From an optimization exercise on the open Yosys and OpenROAD flow, aimed at small area and a short achievable clock period; shortcuts taken in it are not production practice. The RTL was checked by simulation tests, not by an equivalence proof against the original design. No activity file was given, so power comes from the tool's default toggle rates.

==> inputs of run Z <==
// MIPS_Single_Cycle
module MIPS_Single_Cycle
#(
	parameter DATA_WIDTH 	= 32
)
(
	input clk,
	input reset,
	input PCWrite, IorD, IRWrite, MemtoReg, RegWrite, ALUSrcA, CUS,
	input [1:0] ALUSrcB,
	input [3:0] ALUControl,
	input PCSrc,
	input  [31:0] mem_rdata,
	output [31:0] mem_addr,
	output [31:0] mem_wdata
	);
	reg [31:0] PC, IR, MDR, A, B, ALUOut;
	reg [32*32-1:32] rf;
	reg [31:1]      rf_valid;
	wire [4:0]  ra1 = IR[25:21];
	wire [4:0]  ra2 = IR[20:16];
	wire [4:0]  wa  = CUS ? IR[15:11] : IR[20:16];
	wire [31:0] wd  = MemtoReg ? ALUOut : MDR;
	reg  [31:1] we, sel1, sel2;
	wire [31:0] rd1, rd2;
	integer i;
	always @(*) begin
		for (i = 1; i < 32; i = i + 1) begin
			we[i]   = RegWrite & (wa == i);
			sel1[i] = rf_valid[i] & (ra1 == i);
			sel2[i] = rf_valid[i] & (ra2 == i);
		end
	end
	rf_read u_rd1 (.q(rf), .sel(sel1), .d(rd1));
	rf_read u_rd2 (.q(rf), .sel(sel2), .d(rd2));
	reg [32*32-1:32] rf_next;
	always @(*) begin
		for (i = 1; i < 32; i = i + 1)
			rf_next[i*32 +: 32] = (wd & {32{we[i]}}) | (rf[i*32 +: 32] & {32{~we[i]}});
	end
	always @(posedge clk)
		rf <= rf_next;
	always @(posedge clk or negedge reset) begin
		if (!reset)
			rf_valid <= 31'h0;
		else
			rf_valid <= rf_valid | we;
	end
	wire [31:0] SignImm = {{16{IR[15]}}, IR[15:0]};
	wire [3:0] binv_q;
	wire       binv, cin, s_sum, s_g, s_p;
	alu_ctl u_ctl (.op(ALUControl[2:0]), .binv(binv), .cin(cin),
	               .s_sum(s_sum), .s_g(s_g), .s_p(s_p));
	genvar gq;
	generate
  ...
==> module alu_binv, before the edit <==
module alu_binv (
	input  [2:0] op,
	output       binv
);
	assign binv = (op[0] & ~op[1]) | (op[2] & ~op[1]) | (op[2] & op[0]);
endmodule
==> module alu_opnd, before the edit <==
module alu_opnd (
	input  [31:0] A, PC, B, SE,
	input         srca,
	input  [1:0]  srcb,
	input  [31:0] binv,
	output [31:0] sa,
	output [31:0] bx
);
	reg [31:0] sb;
	always @(*) begin
		case (srcb)
			2'b00: sb = B;
			2'b01: sb = 32'h1;
			2'b10: sb = SE;
			2'b11: sb = {SE[29:0], 2'b00};
		endcase
	end
	assign sa = srca ? PC : A;
	assign bx = sb ^ binv;
endmodule
==> module MIPS_Single_Cycle, before the edit <==
module MIPS_Single_Cycle
#(
	parameter DATA_WIDTH 	= 32
)
(
	input clk,
	input reset,
	input PCWrite, IorD, IRWrite, MemtoReg, RegWrite, ALUSrcA, CUS,
	input [1:0] ALUSrcB,
	input [3:0] ALUControl,
	input PCSrc,
	input  [31:0] mem_rdata,
	output [31:0] mem_addr,
	output [31:0] mem_wdata
	);
	reg [31:0] PC, IR, MDR, A, B, ALUOut;
	reg [32*32-1:32] rf;
	reg [31:1]      rf_valid;
	wire [4:0]  ra1 = IR[25:21];
	wire [4:0]  ra2 = IR[20:16];
	wire [4:0]  wa  = CUS ? IR[15:11] : IR[20:16];
	wire [31:0] wd  = MemtoReg ? ALUOut : MDR;
	reg  [31:1] we, sel1, sel2;
	wire [31:0] rd1, rd2;
	integer i;
	always @(*) begin
		for (i = 1; i < 32; i = i + 1) begin
			we[i]   = RegWrite & (wa == i);
			sel1[i] = rf_valid[i] & (ra1 == i);
			sel2[i] = rf_valid[i] & (ra2 == i);
		end
	end
	rf_read u_rd1 (.q(rf), .sel(sel1), .d(rd1));
	rf_read u_rd2 (.q(rf), .sel(sel2), .d(rd2));
	reg [32*32-1:32] rf_next;
	always @(*) begin
		for (i = 1; i < 32; i = i + 1)
			rf_next[i*32 +: 32] = (wd & {32{we[i]}}) | (rf[i*32 +: 32] & {32{~we[i]}});
	end
	always @(posedge clk)
		rf <= rf_next;
	always @(posedge clk or negedge reset) begin
		if (!reset)
			rf_valid <= 31'h0;
		else
			rf_valid <= rf_valid | we;
	end
	wire [31:0] SignImm = {{16{IR[15]}}, IR[15:0]};
	wire [3:0] binv_q;
	wire       binv, cin, s_sum, s_g, s_p;
	alu_ctl u_ctl (.op(ALUControl[2:0]), .binv(binv), .cin(cin),
	               .s_sum(s_sum), .s_g(s_g), .s_p(s_p));
	genvar gq;
	generate
		for (gq = 0; gq < 4; gq = gq + 1) begin : bq
			alu_binv u (.op(ALUControl[2:0]), .binv(binv_q[gq]));
		end
	endgenerate
	wire [31:0] binv_v = {{8{binv_q[3]}}, {8{binv_q[2]}}, {8{binv_q[1]}}, {8{binv_q[0]}}};
	wire [31:0] sa, bx, pn, gn;
	alu_opnd u_opnd (.A(A), .PC(PC), .B(B), .SE(SignImm), .srca(ALUSrcA),
	                 .srcb(ALUSrcB), .binv(binv_v), .sa(sa), .bx(bx));
	alu_xnor u_xnor (.a(sa), .b(bx), .pn(pn));
	alu_gen  u_gen  (.a(sa), .b(bx), .cin(cin), .gn(gn));
	wire [31:0] g1, p1, g2n, p2n, g3, p3, g4n, p4n, g5, p5;
	ks_n2p #(.D(1))  u_l1 (.gn(gn),  .pn(pn),  .g(g1),  .p(p1));
	ks_p2n #(.D(2))  u_l2 (.g(g1),   .p(p1),   .gn(g2n), .pn(p2n));
	ks_n2p #(.D(4))  u_l3 (.gn(g2n), .pn(p2n), .g(g3),  .p(p3));
	ks_p2n #(.D(8))  u_l4 (.g(g3),   .p(p3),   .gn(g4n), .pn(p4n));
	ks_n2p #(.D(16)) u_l5 (.gn(g4n), .pn(p4n), .g(g5),  .p(p5));
	wire [31:0] carry = {g5[30:0], cin};
	wire [31:0] p = ~pn;
	wire [31:0] g = {~gn[31:1], sa[0] & bx[0]};
	wire [31:0] r_lo = (g & {32{s_g}}) | (p & {32{s_p}});
	wire [31:0] r_c0 = r_lo | (p & {32{s_sum}});
	wire [31:0] r_c1 = r_lo | (pn & {32{s_sum}});
	wire        pc_alu  = PCWrite & ~PCSrc;
	wire        pc_out  = PCWrite & PCSrc;
	wire [31:0] pc_hold = (ALUOut & {32{pc_out}}) | (PC & {32{~pc_out}});
	wire [31:0] pc_c0   = (r_c0 & {32{pc_alu}}) | (pc_hold & {32{~pc_alu}});
	wire [31:0] pc_c1   = (r_c1 & {32{pc_alu}}) | (pc_hold & {32{~pc_alu}});
	wire [31:0] ALUResult, pc_next;
	alu_tail u_tail (.c(carry), .r0(r_c0), .r1(r_c1), .q0(pc_c0), .q1(pc_c1),
	                 .r(ALUResult), .q(pc_next));
	always @(posedge clk or negedge reset) begin
		if (!reset) begin
			PC     <= 32'h0;
			IR     <= 32'h0;
			MDR    <= 32'h0;
			A      <= 32'h0;
			B      <= 32'h0;
			ALUOut <= 32'h0;
		end else begin
			PC     <= pc_next;
			if (IRWrite) IR <= mem_rdata;
			MDR    <= mem_rdata;
			A      <= rd1;
			B      <= rd2;
			ALUOut <= ALUResult;
		end
	end
	wire [31:0] addr_o, addr_p;
	wire        iord_n = ~IorD;
	nand_vs u_am_o (.a(ALUOut), .s(IorD),   .y(addr_o));
	nand_vs u_am_p (.a(PC),     .s(iord_n), .y(addr_p));
	nand_vv u_am   (.a(addr_o), .b(addr_p), .y(mem_addr));
	assign mem_wdata = B;
endmodule
==> module rd_or11, before the edit <==
module rd_or11 (
	input  [32*11-1:0] yn,
	output reg [31:0]  d
);
	integer k;
	always @(*) begin
		d = 32'h0;
		for (k = 0; k < 11; k = k + 1)
			d = d | ~yn[k*32 +: 32];
	end
endmodule
clock: 5.0 ns
lec_check: 0
cap_margin: 20
core_margin: 2
core_utilization: 40
cts_buf_list: sky130_fd_sc_hd__clkbuf_16
cts_cluster_diameter: 65
cts_cluster_size: 28
setup_slack_margin: 2.4
slew_margin: 20
synth_hierarchical: 1
tns_end_percent: 5
run.sh (not shown) runs the stock make flow with config.mk's settings and CLKGATE_MAP_FILE= SYNTH_SCRIPT=/design/flow/synth_recipe.tcl, a recipe that flattens the netlist after the stock synthesis.
==> run M: changes against run Z <==
- CTS_BUF_LIST: sky130_fd_sc_hd__clkbuf_16 -> not set
- CTS_CLUSTER_DIAMETER: 65 -> not set
- CTS_CLUSTER_SIZE: 28 -> not set
- TNS_END_PERCENT: 5 -> not set
==> run Y: changes against run Z <==
--- a/flow/design.v
+++ b/flow/design.v
@@ -14,3 +14,17 @@
 );
-	assign binv = (op[0] & ~op[1]) | (op[2] & ~op[1]) | (op[2] & op[0]);
+	wire [2:0] t;
+	nand3_stage u_t (.a({op[0], ~op[1], ~op[1]}), .b({op[2], op[0], op[2]}), .y(t));
+	nand3_1 u_b (.a(t), .y(binv));
+endmodule
+module nand3_stage (
+	input  [2:0] a, b,
+	output [2:0] y
+);
+	assign y = ~(a & b);
+endmodule
+module nand3_1 (
+	input  [2:0] a,
+	output       y
+);
+	assign y = ~&a;
 endmodule
@@ -19,2 +33,3 @@
 	input         srca,
+	input         a_ok,
 	input  [1:0]  srcb,
@@ -33,3 +48,4 @@
 	end
-	assign sa = srca ? PC : A;
+	wire   s_a = ~srca & a_ok;
+	assign sa = (PC & {32{srca}}) | (A & {32{s_a}});
 	assign bx = sb ^ binv;
@@ -109,2 +125,15 @@
 endmodule
+module alu_pre (
+	input  [31:0] pn, g, ALUOut, PC,
+	input         s_g, s_p, s_sum, pc_alu, pc_out_l, pc_keep,
+	output [31:0] r_c0, r_c1, pc_c0, pc_c1
+);
+	wire [31:0] p       = ~pn;
+	wire [31:0] r_lo    = (g & {32{s_g}}) | (p & {32{s_p}});
+	assign      r_c0    = r_lo | (p & {32{s_sum}});
+	assign      r_c1    = r_lo | (pn & {32{s_sum}});
+	wire [31:0] pc_hold = (ALUOut & {32{pc_out_l}}) | (PC & {32{pc_keep}});
+	assign      pc_c0   = pc_alu ? r_c0 : pc_hold;
+	assign      pc_c1   = pc_alu ? r_c1 : pc_hold;
+endmodule
 module alu_tail (
@@ -397,2 +426,10 @@
 	reg [31:0] PC, IR, MDR, A, B, ALUOut;
+	reg live;
+	always @(posedge clk or negedge reset) begin
+		if (!reset)
+			live <= 1'b0;
+		else
+			live <= 1'b1;
+	end
+	wire live_n = ~live;
 	reg [32*32-1:32] rf;
@@ -401,14 +438,22 @@
 	wire [4:0]  ra2 = IR[20:16];
-	wire [4:0]  wa  = CUS ? IR[15:11] : IR[20:16];
-	wire [31:0] wd  = MemtoReg ? ALUOut : MDR;
-	reg  [31:1] we, sel1, sel2;
+	wire        wd_o = MemtoReg & live;
+	wire        wd_m = ~MemtoReg & live;
+	wire [31:0] wd   = (ALUOut & {32{wd_o}}) | (MDR & {32{wd_m}});
+	wire [31:1] we;
+	wire [31:1] sel1, sel2;
 	wire [31:0] rd1, rd2;
 	integer i;
-	always @(*) begin
-		for (i = 1; i < 32; i = i + 1) begin
-			we[i]   = RegWrite & (wa == i);
-			sel1[i] = rf_valid[i] & (ra1 == i);
-			sel2[i] = rf_valid[i] & (ra2 == i);
-		end
-	end
+	wire [3:0] h1, h2, ha;
+	wire [7:0] l1, l2, la;
+	predec2 u_pd_h1 (.a(ra1[4:3]), .y(h1));
+	predec3 u_pd_l1 (.a(ra1[2:0]), .y(l1));
+	predec2 u_pd_h2 (.a(ra2[4:3]), .y(h2));
+	predec3 u_pd_l2 (.a(ra2[2:0]), .y(l2));
+	predec2 u_pd_ha (.a(IR[15:14]), .y(ha));
+	predec3 u_pd_la (.a(IR[13:11]), .y(la));
+	wire       wr_a = RegWrite & CUS;
+	wire       wr_b = RegWrite & ~CUS;
+	wr_dec u_wdec (.ha(ha & {4{wr_a}}), .la(la), .hb(h2 & {4{wr_b}}), .lb(l2), .we(we));
+	rd_dec u_dec1 (.hi(h1), .lo(l1), .valid(rf_valid), .sel(sel1));
+	rd_dec u_dec2 (.hi(h2), .lo(l2), .valid(rf_valid), .sel(sel2));
 	rf_read u_rd1 (.q(rf), .sel(sel1), .d(rd1));
@@ -441,3 +486,3 @@
 	wire [31:0] sa, bx, pn, gn;
-	alu_opnd u_opnd (.A(A), .PC(PC), .B(B), .SE(SignImm), .srca(ALUSrcA),
+	alu_opnd u_opnd (.A(A), .PC(PC), .B(B), .SE(SignImm), .srca(ALUSrcA), .a_ok(live),
 	                 .srcb(ALUSrcB), .binv(binv_v), .sa(sa), .bx(bx));
@@ -452,12 +497,10 @@
 	wire [31:0] carry = {g5[30:0], cin};
-	wire [31:0] p = ~pn;
 	wire [31:0] g = {~gn[31:1], sa[0] & bx[0]};
-	wire [31:0] r_lo = (g & {32{s_g}}) | (p & {32{s_p}});
-	wire [31:0] r_c0 = r_lo | (p & {32{s_sum}});
-	wire [31:0] r_c1 = r_lo | (pn & {32{s_sum}});
-	wire        pc_alu  = PCWrite & ~PCSrc;
-	wire        pc_out  = PCWrite & PCSrc;
-	wire [31:0] pc_hold = (ALUOut & {32{pc_out}}) | (PC & {32{~pc_out}});
-	wire [31:0] pc_c0   = (r_c0 & {32{pc_alu}}) | (pc_hold & {32{~pc_alu}});
-	wire [31:0] pc_c1   = (r_c1 & {32{pc_alu}}) | (pc_hold & {32{~pc_alu}});
+	wire        pc_alu = PCWrite & ~PCSrc;
+	wire        pc_out = PCWrite & PCSrc;
+	wire [31:0] r_c0, r_c1, pc_c0, pc_c1;
+	alu_pre u_pre (.pn(pn), .g(g), .ALUOut(ALUOut), .PC(PC),
+	               .s_g(s_g), .s_p(s_p), .s_sum(s_sum), .pc_alu(pc_alu),
+	               .pc_out_l(pc_out & live), .pc_keep(~pc_out),
+	               .r_c0(r_c0), .r_c1(r_c1), .pc_c0(pc_c0), .pc_c1(pc_c1));
 	wire [31:0] ALUResult, pc_next;
@@ -469,6 +512,3 @@
 			IR     <= 32'h0;
-			MDR    <= 32'h0;
-			A      <= 32'h0;
 			B      <= 32'h0;
-			ALUOut <= 32'h0;
 		end else begin
@@ -476,12 +516,22 @@
 			if (IRWrite) IR <= mem_rdata;
-			MDR    <= mem_rdata;
-			A      <= rd1;
 			B      <= rd2;
-			ALUOut <= ALUResult;
 		end
 	end
+	always @(posedge clk) begin
+		MDR    <= mem_rdata;
+		A      <= rd1;
+		ALUOut <= ALUResult;
+	end
 	wire [31:0] addr_o, addr_p;
-	wire        iord_n = ~IorD;
-	nand_vs u_am_o (.a(ALUOut), .s(IorD),   .y(addr_o));
-	nand_vs u_am_p (.a(PC),     .s(iord_n), .y(addr_p));
+	wire [3:0]  iord_n, iord_p;
+	inv_s u_in0 (.a(IorD), .y(iord_n[0]));
+	inv_s u_in1 (.a(IorD), .y(iord_n[1]));
+	inv_s u_in2 (.a(IorD), .y(iord_n[2]));
+	inv_s u_in3 (.a(IorD), .y(iord_n[3]));
+	nor_s u_ip0 (.a(iord_n[0]), .b(live_n), .y(iord_p[0]));
+	nor_s u_ip1 (.a(iord_n[1]), .b(live_n), .y(iord_p[1]));
+	nor_s u_ip2 (.a(iord_n[2]), .b(live_n), .y(iord_p[2]));
+	nor_s u_ip3 (.a(iord_n[3]), .b(live_n), .y(iord_p[3]));
+	nand_vv u_am_o (.a(ALUOut), .b({{8{iord_p[3]}}, {8{iord_p[2]}}, {8{iord_p[1]}}, {8{iord_p[0]}}}), .y(addr_o));
+	nand_vv u_am_p (.a(PC),     .b({{8{iord_n[3]}}, {8{iord_n[2]}}, {8{iord_n[1]}}, {8{iord_n[0]}}}), .y(addr_p));
 	nand_vv u_am   (.a(addr_o), .b(addr_p), .y(mem_addr));
@@ -522,10 +572,85 @@
 	input  [32*11-1:0] yn,
-	output reg [31:0]  d
+	output [31:0]      d
 );
-	integer k;
-	always @(*) begin
-		d = 32'h0;
-		for (k = 0; k < 11; k = k + 1)
-			d = d | ~yn[k*32 +: 32];
-	end
+	wire [31:0] o0, o1, o2, dn;
+	rd_nand4 u_o0 (.a(yn[0*32 +: 32]), .b(yn[1*32 +: 32]), .c(yn[2*32 +: 32]), .d(yn[3*32 +: 32]), .y(o0));
+	rd_nand4 u_o1 (.a(yn[4*32 +: 32]), .b(yn[5*32 +: 32]), .c(yn[6*32 +: 32]), .d(yn[7*32 +: 32]), .y(o1));
+	rd_nand4 u_o2 (.a(yn[8*32 +: 32]), .b(yn[9*32 +: 32]), .c(yn[10*32 +: 32]), .d(32'hffffffff), .y(o2));
+	rd_nor3  u_n  (.a(o0), .b(o1), .c(o2), .y(dn));
+	inv_v    u_i  (.a(dn), .y(d));
+endmodule
+module rd_nand4 (
+	input  [31:0] a, b, c, d,
+	output [31:0] y
+);
+	assign y = ~(a & b & c & d);
+endmodule
+module rd_nor3 (
+	input  [31:0] a, b, c,
+	output [31:0] y
+);
+	assign y = ~(a | b | c);
+endmodule
+module inv_s (
+	input  a,
+	output y
+);
+	assign y = ~a;
+endmodule
+module rd_dec (
+	input  [3:0]  hi,
+	input  [7:0]  lo,
+	input  [31:1] valid,
+	output [31:1] sel
+);
+	wire [31:0] hi_x, lo_x;
+	genvar i;
+	generate
+		for (i = 0; i < 32; i = i + 1) begin : x
+			assign hi_x[i] = hi[i / 8];
+			assign lo_x[i] = lo[i % 8];
+		end
+	endgenerate
+	and3_v u_sel (.a(valid), .b(hi_x[31:1]), .c(lo_x[31:1]), .y(sel));
+endmodule
+module predec2 (
+	input  [1:0] a,
+	output [3:0] y
+);
+	assign y = 4'b0001 << a;
+endmodule
+module predec3 (
+	input  [2:0] a,
+	output [7:0] y
+);
+	assign y = 8'b00000001 << a;
+endmodule
+module and3_v (
+	input  [31:1] a, b, c,
+	output [31:1] y
+);
+	assign y = a & b & c;
+endmodule
+module wr_dec (
+	input  [3:0]  ha, hb,
+	input  [7:0]  la, lb,
+	output [31:1] we
+);
+	wire [31:0] ha_x, la_x, hb_x, lb_x;
+	genvar i;
+	generate
+		for (i = 0; i < 32; i = i + 1) begin : x
+			assign ha_x[i] = ha[i / 8];
+			assign la_x[i] = la[i % 8];
+			assign hb_x[i] = hb[i / 8];
+			assign lb_x[i] = lb[i % 8];
+		end
+	endgenerate
+	assign we = (ha_x[31:1] & la_x[31:1]) | (hb_x[31:1] & lb_x[31:1]);
+endmodule
+module nor_s (
+	input  a, b,
+	output y
+);
+	assign y = ~(a | b);
 endmodule
- PLACE_DENSITY: not set -> 0.75
- SETUP_SLACK_MARGIN: 2.4 -> 2.5
==> run summary <==
The lowest fmax belongs to run Y, the highest to run M.
Of run M and run Z, run M has the higher non-clock buffer count (gap 77).
Between run Y and run M, the lower clock power is in run Y (gap about 32%, measured against run M).
Power, highest first: run M, run Z, run Y.
Worst setup slack, highest first: run M, run Z, run Y.
Sequential power is about the same in run Y and run M.
Against run Y, the synthesized cell count of run Z is lower by 1.1%.
Via count, lowest first: run Z, run Y, run M.
Of run Y and run Z, run Y has the higher flip-flop and latch count (gap 1).

afterwards: timing with drivers on the ports:
The results above use ideal ports. As a check the final layouts listed here were re-extracted and re-timed, cells and wires unchanged. Step 1: set_driving_cell puts a clkbuf_16 on clk and a buf_2 on each other input, an assumption about the parent block. Step 2 adds t to the input delays and takes it off the output delays; t is the mean of the earliest and latest rising clock arrival at the registers after step 1. Input paths then give back, and output paths get back, about the clock's delay inside the block. a / b / c = ideal ports / drivers / drivers and shift; a / b = the first two.
run | t, ns | slack for setup (ns) | hold slack, ns
run Z | 0.772 | 2.005 / 2.005 / 1.519 | 0.304 / 0.266 / 0.486
run M | 0.833 | 2.146 / 2.092 / 1.432 | 0.276 / 0.246 / 0.492
run Y | 0.787 | 1.914 / 1.898 / 1.111 | 0.321 / 0.279 / 0.490
After both steps every run listed still meets setup and hold. The setup slack of run Y, which loses most, moves by -0.016 ns with the drivers and by -0.803 ns with both steps.
